This design comes from an exercise in tuning for small area, a short achievable clock period and few clock cycles per item on the open sky130 flow, not from production work.
The RTL of this run was laid out without a check of its function.
Power figures rest on the tool's default switching activity, not on a simulated workload.

===== flow/constraint.sdc =====
create_clock -name core_clock -period 12.5 [get_ports {clk}]
set_input_delay 2.5000 -clock core_clock [delete_from_list [all_inputs] [get_ports {clk}]]
set_output_delay 2.5000 -clock core_clock [all_outputs]
set_load 0.01 [all_outputs]

===== flow/standard.sh =====
#!/bin/bash
# synth_recipe.tcl (not shown) runs the flow's synth.tcl, then flattens the netlist and writes it again
# the make line also repeats each setting of config.mk as NAME=value (left out here)
make -C /OpenROAD-flow-scripts/flow DESIGN_CONFIG=/design/flow/config.mk WORK_HOME=/design/flow/orfs CLKGATE_MAP_FILE= SYNTH_SCRIPT=/design/flow/synth_recipe.tcl "${@:-finish}"

===== flow/config.mk =====
export PLATFORM = sky130hd
export DESIGN_NAME = assignment
export DESIGN_NICKNAME = assignment
export VERILOG_FILES = /design/flow/design.v
export SDC_FILE = /design/flow/constraint.sdc
export NUM_CORES = 4
export LEC_CHECK = 0
export CAP_MARGIN = 20
export CORE_MARGIN = 2
export CORE_UTILIZATION = 65
export SLEW_MARGIN = 20
export SYNTH_HIERARCHICAL = 1
export SYNTH_MINIMUM_KEEP_SIZE = 0

===== flow/design.v =====
module fa_cell (
    input  logic a,
    input  logic b,
    input  logic ci,
    output logic s,
    output logic co
);
    assign s  = a ^ b ^ ci;
    assign co = (a & b) | (a & ci) | (b & ci);
endmodule
module assignment (
    input logic clk,
    input logic NRST,
    input logic start,
    input logic [10:0] A,
    input logic [10:0] B,
    output logic [20:0] result,
    output logic ready
);
    logic        busy;
    logic        accept;
    logic [10:0] a_value;
    logic [9:0]  b_mod;
    logic [9:0]  b_mod_next;
    logic [20:0] row0, row1;
    logic pp_0_0;
    logic pp_0_1;
    logic pp_0_2;
    logic pp_0_3;
    logic pp_0_4;
    logic pp_0_5;
    logic pp_0_6;
    logic pp_0_7;
    logic pp_0_8;
    logic pp_0_9;
    logic pp_1_0;
    logic pp_1_1;
    logic pp_1_2;
    logic pp_1_3;
    logic pp_1_4;
    logic pp_1_5;
    logic pp_1_6;
    logic pp_1_7;
    logic pp_1_8;
    logic pp_1_9;
    logic pp_2_0;
    logic pp_2_1;
    logic pp_2_2;
    logic pp_2_3;
    logic pp_2_4;
    logic pp_2_5;
    logic pp_2_6;
    logic pp_2_7;
    logic pp_2_8;
    logic pp_2_9;
    logic pp_3_0;
    logic pp_3_1;
    logic pp_3_2;
    logic pp_3_3;
    logic pp_3_4;
    logic pp_3_5;
    logic pp_3_6;
    logic pp_3_7;
    logic pp_3_8;
    logic pp_3_9;
    logic pp_4_0;
    logic pp_4_1;
    logic pp_4_2;
    logic pp_4_3;
    logic pp_4_4;
    logic pp_4_5;
    logic pp_4_6;
    logic pp_4_7;
    logic pp_4_8;
    logic pp_4_9;
    logic pp_5_0;
    logic pp_5_1;
    logic pp_5_2;
    logic pp_5_3;
    logic pp_5_4;
    logic pp_5_5;
    logic pp_5_6;
    logic pp_5_7;
    logic pp_5_8;
    logic pp_5_9;
    logic pp_6_0;
    logic pp_6_1;
    logic pp_6_2;
    logic pp_6_3;
    logic pp_6_4;
    logic pp_6_5;
    logic pp_6_6;
    logic pp_6_7;
    logic pp_6_8;
    logic pp_6_9;
    logic pp_7_0;
    logic pp_7_1;
    logic pp_7_2;
    logic pp_7_3;
    logic pp_7_4;
    logic pp_7_5;
    logic pp_7_6;
    logic pp_7_7;
    logic pp_7_8;
    logic pp_7_9;
    logic pp_8_0;
    logic pp_8_1;
    logic pp_8_2;
    logic pp_8_3;
    logic pp_8_4;
    logic pp_8_5;
    logic pp_8_6;
    logic pp_8_7;
    logic pp_8_8;
    logic pp_8_9;
    logic pp_9_0;
    logic pp_9_1;
    logic pp_9_2;
    logic pp_9_3;
    logic pp_9_4;
    logic pp_9_5;
    logic pp_9_6;
    logic pp_9_7;
    logic pp_9_8;
    logic pp_9_9;
    logic pp_10_0;
    logic pp_10_1;
    logic pp_10_2;
    logic pp_10_3;
    logic pp_10_4;
    logic pp_10_5;
    logic pp_10_6;
    logic pp_10_7;
    logic pp_10_8;
    logic pp_10_9;
    logic s1;
    logic c2;
    logic s3;
    logic c4;
    logic s5;
    logic c6;
    logic s7;
    logic c8;
    logic s9;
    logic c10;
    logic s11;
    logic c12;
    logic s13;
    logic c14;
    logic s15;
    logic c16;
    logic s17;
    logic c18;
    logic s19;
    logic c20;
    logic s21;
    logic c22;
    logic s23;
    logic c24;
    logic s25;
    logic c26;
    logic s27;
    logic c28;
    logic s29;
    logic c30;
    logic s31;
    logic c32;
    logic s33;
    logic c34;
    logic s35;
    logic c36;
    logic s37;
    logic c38;
    logic s39;
    logic c40;
    logic s41;
    logic c42;
    logic s43;
    logic c44;
    logic s45;
    logic c46;
    logic s47;
    logic c48;
    logic s49;
    logic c50;
    logic s51;
    logic c52;
    logic s53;
    logic c54;
    logic s55;
    logic c56;
    logic s57;
    logic c58;
    logic s59;
    logic c60;
    logic s61;
    logic c62;
    logic s63;
    logic c64;
    logic s65;
    logic c66;
    logic s67;
    logic c68;
    logic s69;
    logic c70;
    logic s71;
    logic c72;
    logic s73;
    logic c74;
    logic s75;
    logic c76;
    logic s77;
    logic c78;
    logic s79;
    logic c80;
    logic s81;
    logic c82;
    logic s83;
    logic c84;
    logic s85;
    logic c86;
    logic s87;
    logic c88;
    logic s89;
    logic c90;
    logic s91;
    logic c92;
    logic s93;
    logic c94;
    logic s95;
    logic c96;
    logic s97;
    logic c98;
    logic s99;
    logic c100;
    logic s101;
    logic c102;
    logic s103;
    logic c104;
    logic s105;
    logic c106;
    logic s107;
    logic c108;
    logic s109;
    logic c110;
    logic s111;
    logic c112;
    logic s113;
    logic c114;
    logic s115;
    logic c116;
    logic s117;
    logic c118;
    logic s119;
    logic c120;
    logic s121;
    logic c122;
    logic s123;
    logic c124;
    logic s125;
    logic c126;
    logic s127;
    logic c128;
    logic s129;
    logic c130;
    logic s131;
    logic c132;
    logic s133;
    logic c134;
    logic s135;
    logic c136;
    logic s137;
    logic c138;
    logic s139;
    logic c140;
    logic s141;
    logic c142;
    logic s143;
    logic c144;
    logic s145;
    logic c146;
    logic s147;
    logic c148;
    logic s149;
    logic c150;
    logic s151;
    logic c152;
    logic s153;
    logic c154;
    logic s155;
    logic c156;
    logic s157;
    logic c158;
    logic s159;
    logic c160;
    assign accept = start & ~busy;
    logic       b_ge_1000, b_ge_2000, b_q1, b_f;
    logic [6:0] h;
    assign h = B[9:3];
    assign b_ge_2000 = B[10] & B[9] & B[8] & B[7] & B[6] & (B[5] | B[4]);
    assign b_ge_1000 = B[10] | (B[9] & B[8] & B[7] & B[6] & B[5] & (B[4] | B[3]));
    assign b_q1 = b_ge_1000 & ~b_ge_2000;
    assign b_f = (b_ge_2000 & (h[1] | h[2])) | (b_q1 & (h[0] | h[1]) & h[2]);
    assign b_mod_next[2:0] = B[2:0];
    assign b_mod_next[3] = h[0] ^ b_q1;
    assign b_mod_next[4] = h[1] ^ (b_ge_2000 | (b_q1 & ~h[0]));
    assign b_mod_next[5] = h[2] ^ ((b_ge_2000 & ~h[1]) | (b_q1 & (h[0] | h[1])));
    assign b_mod_next[6] = h[3] ^ b_f;
    assign b_mod_next[7] = h[4] ^ (b_f & h[3]);
    assign b_mod_next[8] = h[5] ^ (b_f & h[3] & h[4]);
    assign b_mod_next[9] = h[6] ^ (b_f & h[3] & h[4] & h[5]);
    always_ff @(posedge clk) begin
        if (accept) begin
            a_value <= A;
            b_mod   <= b_mod_next;
        end
    end
    assign pp_0_0 = ~(a_value[0] & b_mod[0]);
    assign pp_0_1 = ~(a_value[0] & b_mod[1]);
    assign pp_0_2 = ~(a_value[0] & b_mod[2]);
    assign pp_0_3 = ~(a_value[0] & b_mod[3]);
    assign pp_0_4 = ~(a_value[0] & b_mod[4]);
    assign pp_0_5 = ~(a_value[0] & b_mod[5]);
    assign pp_0_6 = ~(a_value[0] & b_mod[6]);
    assign pp_0_7 = ~(a_value[0] & b_mod[7]);
    assign pp_0_8 = ~(a_value[0] & b_mod[8]);
    assign pp_0_9 = ~(a_value[0] & b_mod[9]);
    assign pp_1_0 = ~(a_value[1] & b_mod[0]);
    assign pp_1_1 = ~(a_value[1] & b_mod[1]);
    assign pp_1_2 = ~(a_value[1] & b_mod[2]);
    assign pp_1_3 = ~(a_value[1] & b_mod[3]);
    assign pp_1_4 = ~(a_value[1] & b_mod[4]);
    assign pp_1_5 = ~(a_value[1] & b_mod[5]);
    assign pp_1_6 = ~(a_value[1] & b_mod[6]);
    assign pp_1_7 = ~(a_value[1] & b_mod[7]);
    assign pp_1_8 = ~(a_value[1] & b_mod[8]);
    assign pp_1_9 = ~(a_value[1] & b_mod[9]);
    assign pp_2_0 = ~(a_value[2] & b_mod[0]);
    assign pp_2_1 = ~(a_value[2] & b_mod[1]);
    assign pp_2_2 = ~(a_value[2] & b_mod[2]);
    assign pp_2_3 = ~(a_value[2] & b_mod[3]);
    assign pp_2_4 = ~(a_value[2] & b_mod[4]);
    assign pp_2_5 = ~(a_value[2] & b_mod[5]);
    assign pp_2_6 = ~(a_value[2] & b_mod[6]);
    assign pp_2_7 = ~(a_value[2] & b_mod[7]);
    assign pp_2_8 = ~(a_value[2] & b_mod[8]);
    assign pp_2_9 = ~(a_value[2] & b_mod[9]);
    assign pp_3_0 = ~(a_value[3] & b_mod[0]);
    assign pp_3_1 = ~(a_value[3] & b_mod[1]);
    assign pp_3_2 = ~(a_value[3] & b_mod[2]);
    assign pp_3_3 = ~(a_value[3] & b_mod[3]);
    assign pp_3_4 = ~(a_value[3] & b_mod[4]);
    assign pp_3_5 = ~(a_value[3] & b_mod[5]);
    assign pp_3_6 = ~(a_value[3] & b_mod[6]);
    assign pp_3_7 = ~(a_value[3] & b_mod[7]);
    assign pp_3_8 = ~(a_value[3] & b_mod[8]);
    assign pp_3_9 = ~(a_value[3] & b_mod[9]);
    assign pp_4_0 = ~(a_value[4] & b_mod[0]);
    assign pp_4_1 = ~(a_value[4] & b_mod[1]);
    assign pp_4_2 = ~(a_value[4] & b_mod[2]);
    assign pp_4_3 = ~(a_value[4] & b_mod[3]);
    assign pp_4_4 = ~(a_value[4] & b_mod[4]);
    assign pp_4_5 = ~(a_value[4] & b_mod[5]);
    assign pp_4_6 = ~(a_value[4] & b_mod[6]);
    assign pp_4_7 = ~(a_value[4] & b_mod[7]);
    assign pp_4_8 = ~(a_value[4] & b_mod[8]);
    assign pp_4_9 = ~(a_value[4] & b_mod[9]);
    assign pp_5_0 = ~(a_value[5] & b_mod[0]);
    assign pp_5_1 = ~(a_value[5] & b_mod[1]);
    assign pp_5_2 = ~(a_value[5] & b_mod[2]);
    assign pp_5_3 = ~(a_value[5] & b_mod[3]);
    assign pp_5_4 = ~(a_value[5] & b_mod[4]);
    assign pp_5_5 = ~(a_value[5] & b_mod[5]);
    assign pp_5_6 = ~(a_value[5] & b_mod[6]);
    assign pp_5_7 = ~(a_value[5] & b_mod[7]);
    assign pp_5_8 = ~(a_value[5] & b_mod[8]);
    assign pp_5_9 = ~(a_value[5] & b_mod[9]);
    assign pp_6_0 = ~(a_value[6] & b_mod[0]);
    assign pp_6_1 = ~(a_value[6] & b_mod[1]);
    assign pp_6_2 = ~(a_value[6] & b_mod[2]);
    assign pp_6_3 = ~(a_value[6] & b_mod[3]);
    assign pp_6_4 = ~(a_value[6] & b_mod[4]);
    assign pp_6_5 = ~(a_value[6] & b_mod[5]);
    assign pp_6_6 = ~(a_value[6] & b_mod[6]);
    assign pp_6_7 = ~(a_value[6] & b_mod[7]);
    assign pp_6_8 = ~(a_value[6] & b_mod[8]);
    assign pp_6_9 = ~(a_value[6] & b_mod[9]);
    assign pp_7_0 = ~(a_value[7] & b_mod[0]);
    assign pp_7_1 = ~(a_value[7] & b_mod[1]);
    assign pp_7_2 = ~(a_value[7] & b_mod[2]);
    assign pp_7_3 = ~(a_value[7] & b_mod[3]);
    assign pp_7_4 = ~(a_value[7] & b_mod[4]);
    assign pp_7_5 = ~(a_value[7] & b_mod[5]);
    assign pp_7_6 = ~(a_value[7] & b_mod[6]);
    assign pp_7_7 = ~(a_value[7] & b_mod[7]);
    assign pp_7_8 = ~(a_value[7] & b_mod[8]);
    assign pp_7_9 = ~(a_value[7] & b_mod[9]);
    assign pp_8_0 = ~(a_value[8] & b_mod[0]);
    assign pp_8_1 = ~(a_value[8] & b_mod[1]);
    assign pp_8_2 = ~(a_value[8] & b_mod[2]);
    assign pp_8_3 = ~(a_value[8] & b_mod[3]);
    assign pp_8_4 = ~(a_value[8] & b_mod[4]);
    assign pp_8_5 = ~(a_value[8] & b_mod[5]);
    assign pp_8_6 = ~(a_value[8] & b_mod[6]);
    assign pp_8_7 = ~(a_value[8] & b_mod[7]);
    assign pp_8_8 = ~(a_value[8] & b_mod[8]);
    assign pp_8_9 = ~(a_value[8] & b_mod[9]);
    assign pp_9_0 = ~(a_value[9] & b_mod[0]);
    assign pp_9_1 = ~(a_value[9] & b_mod[1]);
    assign pp_9_2 = ~(a_value[9] & b_mod[2]);
    assign pp_9_3 = ~(a_value[9] & b_mod[3]);
    assign pp_9_4 = ~(a_value[9] & b_mod[4]);
    assign pp_9_5 = ~(a_value[9] & b_mod[5]);
    assign pp_9_6 = ~(a_value[9] & b_mod[6]);
    assign pp_9_7 = ~(a_value[9] & b_mod[7]);
    assign pp_9_8 = ~(a_value[9] & b_mod[8]);
    assign pp_9_9 = ~(a_value[9] & b_mod[9]);
    assign pp_10_0 = ~(a_value[10] & b_mod[0]);
    assign pp_10_1 = ~(a_value[10] & b_mod[1]);
    assign pp_10_2 = ~(a_value[10] & b_mod[2]);
    assign pp_10_3 = ~(a_value[10] & b_mod[3]);
    assign pp_10_4 = ~(a_value[10] & b_mod[4]);
    assign pp_10_5 = ~(a_value[10] & b_mod[5]);
    assign pp_10_6 = ~(a_value[10] & b_mod[6]);
    assign pp_10_7 = ~(a_value[10] & b_mod[7]);
    assign pp_10_8 = ~(a_value[10] & b_mod[8]);
    assign pp_10_9 = ~(a_value[10] & b_mod[9]);
    fa_cell u_fa1 (.a(pp_0_9), .b(pp_1_8), .ci(pp_2_7), .s(s1), .co(c2));
    fa_cell u_fa2 (.a(pp_10_0), .b(pp_1_9), .ci(pp_2_8), .s(s3), .co(c4));
    fa_cell u_fa3 (.a(pp_10_1), .b(pp_2_9), .ci(pp_3_8), .s(s5), .co(c6));
    fa_cell u_fa4 (.a(pp_0_6), .b(pp_1_5), .ci(pp_2_4), .s(s7), .co(c8));
    fa_cell u_fa5 (.a(pp_0_7), .b(pp_1_6), .ci(pp_2_5), .s(s9), .co(c10));
    fa_cell u_fa6 (.a(pp_3_4), .b(pp_4_3), .ci(pp_5_2), .s(s11), .co(c12));
    fa_cell u_fa7 (.a(pp_0_8), .b(pp_1_7), .ci(pp_2_6), .s(s13), .co(c14));
    fa_cell u_fa8 (.a(pp_3_5), .b(pp_4_4), .ci(pp_5_3), .s(s15), .co(c16));
    fa_cell u_fa9 (.a(pp_6_2), .b(pp_7_1), .ci(pp_8_0), .s(s17), .co(c18));
    fa_cell u_fa10 (.a(pp_3_6), .b(pp_4_5), .ci(pp_5_4), .s(s19), .co(c20));
    fa_cell u_fa11 (.a(pp_6_3), .b(pp_7_2), .ci(pp_8_1), .s(s21), .co(c22));
    fa_cell u_fa12 (.a(pp_9_0), .b(s1), .ci(c14), .s(s23), .co(c24));
    fa_cell u_fa13 (.a(pp_3_7), .b(pp_4_6), .ci(pp_5_5), .s(s25), .co(c26));
    fa_cell u_fa14 (.a(pp_6_4), .b(pp_7_3), .ci(pp_8_2), .s(s27), .co(c28));
    fa_cell u_fa15 (.a(pp_9_1), .b(c2), .ci(s3), .s(s29), .co(c30));
    fa_cell u_fa16 (.a(pp_4_7), .b(pp_5_6), .ci(pp_6_5), .s(s31), .co(c32));
    fa_cell u_fa17 (.a(pp_7_4), .b(pp_8_3), .ci(pp_9_2), .s(s33), .co(c34));
    fa_cell u_fa18 (.a(c4), .b(s5), .ci(c26), .s(s35), .co(c36));
    fa_cell u_fa19 (.a(pp_10_2), .b(pp_3_9), .ci(pp_4_8), .s(s37), .co(c38));
    fa_cell u_fa20 (.a(pp_5_7), .b(pp_6_6), .ci(pp_7_5), .s(s39), .co(c40));
    fa_cell u_fa21 (.a(pp_8_4), .b(pp_9_3), .ci(c6), .s(s41), .co(c42));
    fa_cell u_fa22 (.a(pp_10_3), .b(pp_4_9), .ci(pp_5_8), .s(s43), .co(c44));
    fa_cell u_fa23 (.a(pp_6_7), .b(pp_7_6), .ci(pp_8_5), .s(s45), .co(c46));
    fa_cell u_fa24 (.a(pp_10_4), .b(pp_5_9), .ci(pp_6_8), .s(s47), .co(c48));
    fa_cell u_fa25 (.a(pp_0_4), .b(pp_1_3), .ci(pp_2_2), .s(s49), .co(c50));
    fa_cell u_fa26 (.a(pp_0_5), .b(pp_1_4), .ci(pp_2_3), .s(s51), .co(c52));
    fa_cell u_fa27 (.a(pp_3_2), .b(pp_4_1), .ci(pp_5_0), .s(s53), .co(c54));
    fa_cell u_fa28 (.a(pp_3_3), .b(pp_4_2), .ci(pp_5_1), .s(s55), .co(c56));
    fa_cell u_fa29 (.a(pp_6_0), .b(s7), .ci(c52), .s(s57), .co(c58));
    fa_cell u_fa30 (.a(pp_6_1), .b(pp_7_0), .ci(c8), .s(s59), .co(c60));
    fa_cell u_fa31 (.a(s11), .b(s9), .ci(c56), .s(s61), .co(c62));
    fa_cell u_fa32 (.a(c10), .b(c12), .ci(s13), .s(s63), .co(c64));
    fa_cell u_fa33 (.a(s15), .b(s17), .ci(c60), .s(s65), .co(c66));
    fa_cell u_fa34 (.a(c16), .b(c18), .ci(s19), .s(s67), .co(c68));
    fa_cell u_fa35 (.a(s21), .b(s23), .ci(c64), .s(s69), .co(c70));
    fa_cell u_fa36 (.a(c20), .b(c22), .ci(s25), .s(s71), .co(c72));
    fa_cell u_fa37 (.a(s27), .b(c24), .ci(s29), .s(s73), .co(c74));
    fa_cell u_fa38 (.a(c28), .b(s31), .ci(s33), .s(s75), .co(c76));
    fa_cell u_fa39 (.a(c30), .b(s35), .ci(c72), .s(s77), .co(c78));
    fa_cell u_fa40 (.a(c32), .b(c34), .ci(s37), .s(s79), .co(c80));
    fa_cell u_fa41 (.a(s39), .b(c36), .ci(s41), .s(s81), .co(c82));
    fa_cell u_fa42 (.a(pp_9_4), .b(c38), .ci(c40), .s(s83), .co(c84));
    fa_cell u_fa43 (.a(s43), .b(s45), .ci(c42), .s(s85), .co(c86));
    fa_cell u_fa44 (.a(pp_7_7), .b(pp_8_6), .ci(pp_9_5), .s(s87), .co(c88));
    fa_cell u_fa45 (.a(c44), .b(c46), .ci(s47), .s(s89), .co(c90));
    fa_cell u_fa46 (.a(pp_10_5), .b(pp_6_9), .ci(pp_7_8), .s(s91), .co(c92));
    fa_cell u_fa47 (.a(pp_8_7), .b(pp_9_6), .ci(c48), .s(s93), .co(c94));
    fa_cell u_fa48 (.a(pp_10_6), .b(pp_7_9), .ci(pp_8_8), .s(s95), .co(c96));
    fa_cell u_fa49 (.a(pp_0_3), .b(pp_1_2), .ci(pp_2_1), .s(s97), .co(c98));
    fa_cell u_fa50 (.a(pp_3_1), .b(pp_4_0), .ci(s49), .s(s99), .co(c100));
    fa_cell u_fa51 (.a(c50), .b(s51), .ci(s53), .s(s101), .co(c102));
    fa_cell u_fa52 (.a(c54), .b(s55), .ci(s57), .s(s103), .co(c104));
    fa_cell u_fa53 (.a(c58), .b(s59), .ci(s61), .s(s105), .co(c106));
    fa_cell u_fa54 (.a(c62), .b(s63), .ci(s65), .s(s107), .co(c108));
    fa_cell u_fa55 (.a(s67), .b(c66), .ci(s69), .s(s109), .co(c110));
    fa_cell u_fa56 (.a(c68), .b(s71), .ci(c70), .s(s111), .co(c112));
    fa_cell u_fa57 (.a(s75), .b(c74), .ci(s77), .s(s113), .co(c114));
    fa_cell u_fa58 (.a(c76), .b(s79), .ci(s81), .s(s115), .co(c116));
    fa_cell u_fa59 (.a(c80), .b(s83), .ci(c82), .s(s117), .co(c118));
    fa_cell u_fa60 (.a(s87), .b(c84), .ci(s89), .s(s119), .co(c120));
    fa_cell u_fa61 (.a(c88), .b(s91), .ci(c90), .s(s121), .co(c122));
    fa_cell u_fa62 (.a(pp_9_7), .b(c92), .ci(s95), .s(s123), .co(c124));
    fa_cell u_fa63 (.a(pp_10_7), .b(pp_8_9), .ci(pp_9_8), .s(s125), .co(c126));
    fa_cell u_fa64 (.a(pp_0_2), .b(pp_1_1), .ci(pp_2_0), .s(s127), .co(c128));
    fa_cell u_fa65 (.a(pp_3_0), .b(s97), .ci(c128), .s(s129), .co(c130));
    fa_cell u_fa66 (.a(c98), .b(s99), .ci(c130), .s(s131), .co(c132));
    fa_cell u_fa67 (.a(c100), .b(s101), .ci(c132), .s(s133), .co(c134));
    fa_cell u_fa68 (.a(c102), .b(s103), .ci(c134), .s(s135), .co(c136));
    fa_cell u_ha1 (.a(c104), .b(s105), .ci(1'b1), .s(s137), .co(c138));
    fa_cell u_fa69 (.a(c106), .b(s107), .ci(c138), .s(s139), .co(c140));
    fa_cell u_ha2 (.a(c108), .b(s109), .ci(1'b1), .s(s141), .co(c142));
    fa_cell u_fa70 (.a(s73), .b(c110), .ci(s111), .s(s143), .co(c144));
    fa_cell u_ha3 (.a(c112), .b(s113), .ci(1'b1), .s(s145), .co(c146));
    fa_cell u_fa71 (.a(c78), .b(c114), .ci(s115), .s(s147), .co(c148));
    fa_cell u_fa72 (.a(s85), .b(s117), .ci(c116), .s(s149), .co(c150));
    fa_cell u_fa73 (.a(c86), .b(s119), .ci(c118), .s(s151), .co(c152));
    fa_cell u_fa74 (.a(s93), .b(s121), .ci(c120), .s(s153), .co(c154));
    fa_cell u_fa75 (.a(c94), .b(s123), .ci(c122), .s(s155), .co(c156));
    fa_cell u_fa76 (.a(c96), .b(s125), .ci(c124), .s(s157), .co(c158));
    fa_cell u_fa77 (.a(pp_10_8), .b(pp_9_9), .ci(c126), .s(s159), .co(c160));
    assign row0 = {1'b1, pp_10_9, s159, s157, s155, s153, c150, c148, c146, s145, c142, c140, s139, s137, s135, s133, s131, s129, s127, pp_0_1, pp_0_0};
    assign row1 = {1'b1, c160, c158, c156, c154, c152, s151, s149, s147, c144, s143, s141, 1'b1, c136, 1'b1, 1'b1, 1'b1, 1'b1, 1'b1, pp_1_0, 1'b1};
    logic [20:0] bit_g, bit_p;
    logic [20:0] bit_k;
    assign bit_k = row0 & row1;
    assign bit_g = ~(bit_p | bit_k);
    assign bit_p = row0 ^ row1;
    logic [9:0] blk0;
    assign blk0[0] = bit_p[0];
    assign blk0[1] = bit_p[1] ^ (bit_g[0]);
    assign blk0[2] = bit_p[2] ^ ((bit_g[0] & bit_p[1]) | bit_g[1]);
    assign blk0[3] = bit_p[3] ^ ((bit_g[0] & bit_p[1] & bit_p[2]) | (bit_g[1] & bit_p[2]) | bit_g[2]);
    assign blk0[4] = bit_p[4] ^ ((bit_g[0] & bit_p[1] & bit_p[2] & bit_p[3]) | (bit_g[1] & bit_p[2] & bit_p[3]) | (bit_g[2] & bit_p[3]) | bit_g[3]);
    assign blk0[5] = bit_p[5] ^ ((bit_g[0] & bit_p[1] & bit_p[2] & bit_p[3] & bit_p[4]) | (bit_g[1] & bit_p[2] & bit_p[3] & bit_p[4]) | (bit_g[2] & bit_p[3] & bit_p[4]) | (bit_g[3] & bit_p[4]) | bit_g[4]);
    assign blk0[6] = bit_p[6] ^ ((bit_g[0] & bit_p[1] & bit_p[2] & bit_p[3] & bit_p[4] & bit_p[5]) | (bit_g[1] & bit_p[2] & bit_p[3] & bit_p[4] & bit_p[5]) | (bit_g[2] & bit_p[3] & bit_p[4] & bit_p[5]) | (bit_g[3] & bit_p[4] & bit_p[5]) | (bit_g[4] & bit_p[5]) | bit_g[5]);
    assign blk0[7] = bit_p[7] ^ ((bit_g[0] & bit_p[1] & bit_p[2] & bit_p[3] & bit_p[4] & bit_p[5] & bit_p[6]) | (bit_g[1] & bit_p[2] & bit_p[3] & bit_p[4] & bit_p[5] & bit_p[6]) | (bit_g[2] & bit_p[3] & bit_p[4] & bit_p[5] & bit_p[6]) | (bit_g[3] & bit_p[4] & bit_p[5] & bit_p[6]) | (bit_g[4] & bit_p[5] & bit_p[6]) | (bit_g[5] & bit_p[6]) | bit_g[6]);
    assign blk0[8] = bit_p[8] ^ ((bit_g[0] & bit_p[1] & bit_p[2] & bit_p[3] & bit_p[4] & bit_p[5] & bit_p[6] & bit_p[7]) | (bit_g[1] & bit_p[2] & bit_p[3] & bit_p[4] & bit_p[5] & bit_p[6] & bit_p[7]) | (bit_g[2] & bit_p[3] & bit_p[4] & bit_p[5] & bit_p[6] & bit_p[7]) | (bit_g[3] & bit_p[4] & bit_p[5] & bit_p[6] & bit_p[7]) | (bit_g[4] & bit_p[5] & bit_p[6] & bit_p[7]) | (bit_g[5] & bit_p[6] & bit_p[7]) | (bit_g[6] & bit_p[7]) | bit_g[7]);
    assign blk0[9] = (bit_g[0] & bit_p[1] & bit_p[2] & bit_p[3] & bit_p[4] & bit_p[5] & bit_p[6] & bit_p[7] & bit_p[8]) | (bit_g[1] & bit_p[2] & bit_p[3] & bit_p[4] & bit_p[5] & bit_p[6] & bit_p[7] & bit_p[8]) | (bit_g[2] & bit_p[3] & bit_p[4] & bit_p[5] & bit_p[6] & bit_p[7] & bit_p[8]) | (bit_g[3] & bit_p[4] & bit_p[5] & bit_p[6] & bit_p[7] & bit_p[8]) | (bit_g[4] & bit_p[5] & bit_p[6] & bit_p[7] & bit_p[8]) | (bit_g[5] & bit_p[6] & bit_p[7] & bit_p[8]) | (bit_g[6] & bit_p[7] & bit_p[8]) | (bit_g[7] & bit_p[8]) | bit_g[8];
    logic [4:0] blk1;
    assign blk1[0] = bit_p[9];
    assign blk1[1] = bit_p[10] ^ (bit_g[9]);
    assign blk1[2] = bit_p[11] ^ ((bit_g[9] & bit_p[10]) | bit_g[10]);
    assign blk1[3] = bit_p[12] ^ ((bit_g[9] & bit_p[10] & bit_p[11]) | (bit_g[10] & bit_p[11]) | bit_g[11]);
    assign blk1[4] = (bit_g[9] & bit_p[10] & bit_p[11] & bit_p[12]) | (bit_g[10] & bit_p[11] & bit_p[12]) | (bit_g[11] & bit_p[12]) | bit_g[12];
    logic [4:0] blk2;
    assign blk2[0] = bit_p[13];
    assign blk2[1] = bit_p[14] ^ (bit_g[13]);
    assign blk2[2] = bit_p[15] ^ ((bit_g[13] & bit_p[14]) | bit_g[14]);
    assign blk2[3] = bit_p[16] ^ ((bit_g[13] & bit_p[14] & bit_p[15]) | (bit_g[14] & bit_p[15]) | bit_g[15]);
    assign blk2[4] = (bit_g[13] & bit_p[14] & bit_p[15] & bit_p[16]) | (bit_g[14] & bit_p[15] & bit_p[16]) | (bit_g[15] & bit_p[16]) | bit_g[16];
    logic [4:0] blk3;
    assign blk3[0] = bit_p[17];
    assign blk3[1] = bit_p[18] ^ (bit_g[17]);
    assign blk3[2] = bit_p[19] ^ ((bit_g[17] & bit_p[18]) | bit_g[18]);
    assign blk3[3] = bit_p[20] ^ ((bit_g[17] & bit_p[18] & bit_p[19]) | (bit_g[18] & bit_p[19]) | bit_g[19]);
    assign blk3[4] = (bit_g[17] & bit_p[18] & bit_p[19] & bit_p[20]) | (bit_g[18] & bit_p[19] & bit_p[20]) | (bit_g[19] & bit_p[20]) | bit_g[20];
    logic [20:0] sum_q;
    logic [2:0] gen_q;
    logic [2:1] prop_q;
    always_ff @(posedge clk) begin
        sum_q[8:0] <= blk0[8:0];
        gen_q[0] <= blk0[9];
        sum_q[12:9] <= blk1[3:0];
        gen_q[1] <= blk1[4];
        prop_q[1] <= &(row0[12:9] ^ row1[12:9]);
        sum_q[16:13] <= blk2[3:0];
        gen_q[2] <= blk2[4];
        prop_q[2] <= &(row0[16:13] ^ row1[16:13]);
        sum_q[20:17] <= blk3[3:0];
    end
    logic [3:1] cin;
    assign cin[1] = gen_q[0];
    assign cin[2] = (gen_q[0] & prop_q[1]) | gen_q[1];
    assign cin[3] = (gen_q[0] & prop_q[1] & prop_q[2]) | (gen_q[1] & prop_q[2]) | gen_q[2];
    assign result[8:0] = sum_q[8:0];
    assign result[12:9] = sum_q[12:9] + 4'(cin[1]);
    assign result[16:13] = sum_q[16:13] + 4'(cin[2]);
    assign result[20:17] = sum_q[20:17] + 4'(cin[3]);
    always_ff @(posedge clk or negedge NRST) begin
        if (!NRST) begin
            busy  <= 1'b0;
            ready <= 1'b0;
        end else begin
            busy  <= accept;
            ready <= busy | (ready & ~start);
        end
    end
endmodule

===== flow/flow/run.sh =====
#!/bin/bash
# The standard layout (the standard.sh: ORFS synthesis to final layout),
# with smaller port buffers and no clock-tree dummy loads.
set -euo pipefail
export BUFFER_PORTS_ARGS="-buffer_cell ${PORT_BUF:-sky130_fd_sc_hd__buf_1}"
export CTS_ARGS="-sink_clustering_enable -repair_clock_nets -dont_use_dummy_load -buf_list sky130_fd_sc_hd__clkbuf_8"
bash standard.sh > standard.log 2>&1

==> notes.md <==
CTS tree -> built
Post-synth top flop -> dfxtp_1
Routed WL -> 7.15 mm
multi-input logic area -> 0.00288 mm2
min-delay worst type -> flip-flop to flip-flop
Area Overhead vs Synth -> 4.55%
Reg clk slew, reported paths -> 0.10 ns
critical path startpoint category -> flip-flop
maximum number of pins on one net before global-route repair -> 23
vias in the first global route -> 2960
layout cells sized above 1 -> 2.62%
latest clock arrival within the worst-skew pair -> 0.31 ns
Final HPWL DP -> 5.78 mm
Critical Path, Cell by Cell -> nand2_1 -> fa_1 -> fa_1 -> fa_1 -> fa_1 -> fa_1 -> inv_1 -> ha_1 -> ha_1 -> o21a_1 -> o21ai_0 -> nand2b_1
R2R Setup Slk -> 8.25 ns
count of state elements after synthesis -> 49
CP most frequent cell -> fa_1
Slew Limit Fails -> 0
Lkg Pwr -> 1.90 nW
global-route wire length before repair -> 13.0 mm
CP required -> 12.68 ns
most frequent cells in the layout -> nand2_1, fa_1, buf_1
Setup TNS -> 0 ns
Cells after Synth -> 397
Congestion Overflow GR -> 0
# IOs -> 47
Worst Setup End Kind -> flip-flop
logic gate share of total power -> 59.6%
Switching Power -> 0.331 mW
CTS resizes -> 0
worst vdd ir -> 0.115 mV
Placed Cells -> 492
Sink Count -> 49
CP Buf/Inv Count -> 1
clk buf depth -> 2
Post-DP Area -> 0.00450 mm2
# nets final -> 563
worst reg2reg startpoint -> b_mod[8]
Num CTS Buffers -> 5
Async S/R FF share, synth -> 4.08%
Power per Cell Area -> 176 mW/mm2
max-cap violation count -> 0
FP Rows -> 29
Synth top area share -> 38.4%
antenna viol nets, final -> 0
Initial Util -> 68.1%
Unique masters post-synth -> 32
crit share post-route -> 34.0%
crit-path leading delay family -> adder cells
Seq/Total Area, Yosys -> 27.5%
RSZ-0062 raised after global routing -> no
Int Pwr -> 0.476 mW
non-filler cells, final -> 497
cell accounting for the most synthesized area -> fa_1
CP Class -> flip-flop to flip-flop
Synth Warn # -> 7
Final Hold Vio Count -> 0
worst-path maximum fanout -> 11
min-delay src -> busy
Die Wd -> 86.0 um
Post-synth EDFFs -> 21
number of diodes -> 0
hold slack final -> 0.466 ns
synthesized area per cell -> 11.0 um2
commonest non-fill, non-tap cell in the layout -> nand2_1
gr usage total -> 22.8%
post-CTS setup buffers -> 0
DRC viols -> 0
core region area -> 0.00642 mm2
Reg area -> 0.00120 mm2
via count -> 2702
final setup fails -> 0
outcome -> timing/DRC/antenna clean
routed len/inst -> 14.4 um
cts hold-fix bufs -> 0
Worst Path Arrival -> 4.43 ns
router iterations before antenna repair -> 4
post-layout min period -> 4.25 ns
fill cell count -> 488
CP startpoint -> b_mod[8]
RD Place Congestion -> 0.860
die height -> 86.0 um
die area -> 0.00740 mm2
slowest CP cell -> edfxtp_1
fmax -> 235 MHz
Clk pwr share -> 10.5%
post-route design area -> 0.00457 mm2
antenna violations before repair -> 0
worst-case clock skew -> 0.0303 ns
H-tree lvl count -> 2
clock tree root driver cell -> clkbuf_8
drt first-iter violations -> 132
Vias/cell -> 5.44
# port buffers -> 46
Max stage delay on crit path -> 0.57 ns
Layout Utilization -> 71.2%
top cells by area, synth -> fa_1, edfxtp_1, dfxtp_1
Reg power frac -> 29.9%
Post-Syn Area -> 0.00437 mm2
Sw Share -> 41.0%
[cells by family (layout without fill, tap and decap cells)]
kind of cell	Yosys count	after routing	synth area share (%)
other cells	1	3	0.0857
flops	49	49	27.5
buf+inv	69	90	6.78
xor+xnor	13	13	2.60
mux	1	1	0.229
simple gates	130	130	12.3
fa+ha+maj	116	116	47.6
compound gates	18	18	2.95
[modules after synthesis, one instance, submodules excluded]
module | times used | cells inside | cell area [um2]
assignment | 1 | 317 | 2770
fa_cell | 80 | 1 | 20.0
[worst paths after layout]
| path | to | depth (start not counted) |
|---|---|---|
| worst min register to register | ready | 1 |
| worst max register to register | gen_q[1] | 12 |
| worst max-delay path | gen_q[1] | 12 |
| worst min-delay path | ready | 1 |
| max in group asynchronous | busy | 1 |
| min in group asynchronous | busy | 1 |
[sequential cells by signal (all words and copies together) (netlist names)]
| register | cells |
|---|---|
| b_mod | 10 |
| a_value | 11 |
| sum_q | 21 |
| gen_q | 3 |
| ready | 1 |
| prop_q | 2 |
| busy | 1 |
[per-stage QoR]
step	worst slack, ns	power (mW)
after global routing	8.04	0.910
after CTS	8.25	0.825
after global placement	8.38	0.714
after detailed placement	8.29	0.738
after floorplan	8.40	0.632
final	8.25	0.807
[synthesized netlist by cell type (2+ instances only)]
cell type    n
o21ai_0      5
dfrtp_1      2
nor2_1       6
nand2b_1     4
xnor2_1      9
edfxtp_1    21
dfxtp_1     26
fa_1        84
nand2_1    106
ha_1        32
o21a_1       2
xor2_1       4
nand3_1      4
inv_1       38
buf_4       10
a21oi_1      2
clkbuf_1    21
and4_1       2
a21o_1       3
and2_1       4
[power by group through the flow]
stage,clock network [mW],registers [mW],logic (mW)
3_5_place_dp,0,0.245,0.493
3_3_place_gp,0,0.244,0.470
6_report,0.0849,0.241,0.481
2_1_floorplan,0,0.231,0.401
5_1_grt,0.0935,0.246,0.570
4_1_cts,0.0889,0.241,0.494
[routing by layer]
metal | routed length, um | vias to the layer above | track usage (%) | part of all wire [%]
met3 | 371 | 13 | 4.04 | 5.2
met2 | 3640 | 81 | 38.7 | 51
met1 | 3010 | 1351 | 30.0 | 42
li1 | - | 1257 | - | -
met4 | 131 | 0 | 7.50 | 1.8
met5 | 0 | - | 0 | 0
[final cells by class]
type,count,area share [%]
Inverter,38,3.12
Tap cell,77,2.11
Clock buffer,5,1.50
Multi-Input combinational cell,281,63.1
Sequential cell,49,26.3
Timing Repair Buffer,47,3.94

-- separate check: timing with driven ports --
No port has a modelled driver above. Below, the same layout with a new extraction and two added sets of constraints. Step 1 assumes that a clkbuf_16 drives the clock port and a buf_2 every other input. Step 2 adds t to the input delays and takes it off the output delays; t is the mean of the earliest and latest rising clock arrival at the registers after step 1. Input paths then give back, and output paths get back, about the clock's delay inside the block. a / b / c = ideal / step 1 / step 2; a / b = the first two.
t, ns: 0.324
slack for setup (ns): 8.251 / 8.251 / 8.251
worst setup path after step 2: register to register
After both steps setup and hold are still met in this run. For this run, drivers alone change the setup slack by 0.000 ns; drivers and shift together by 0.000 ns.
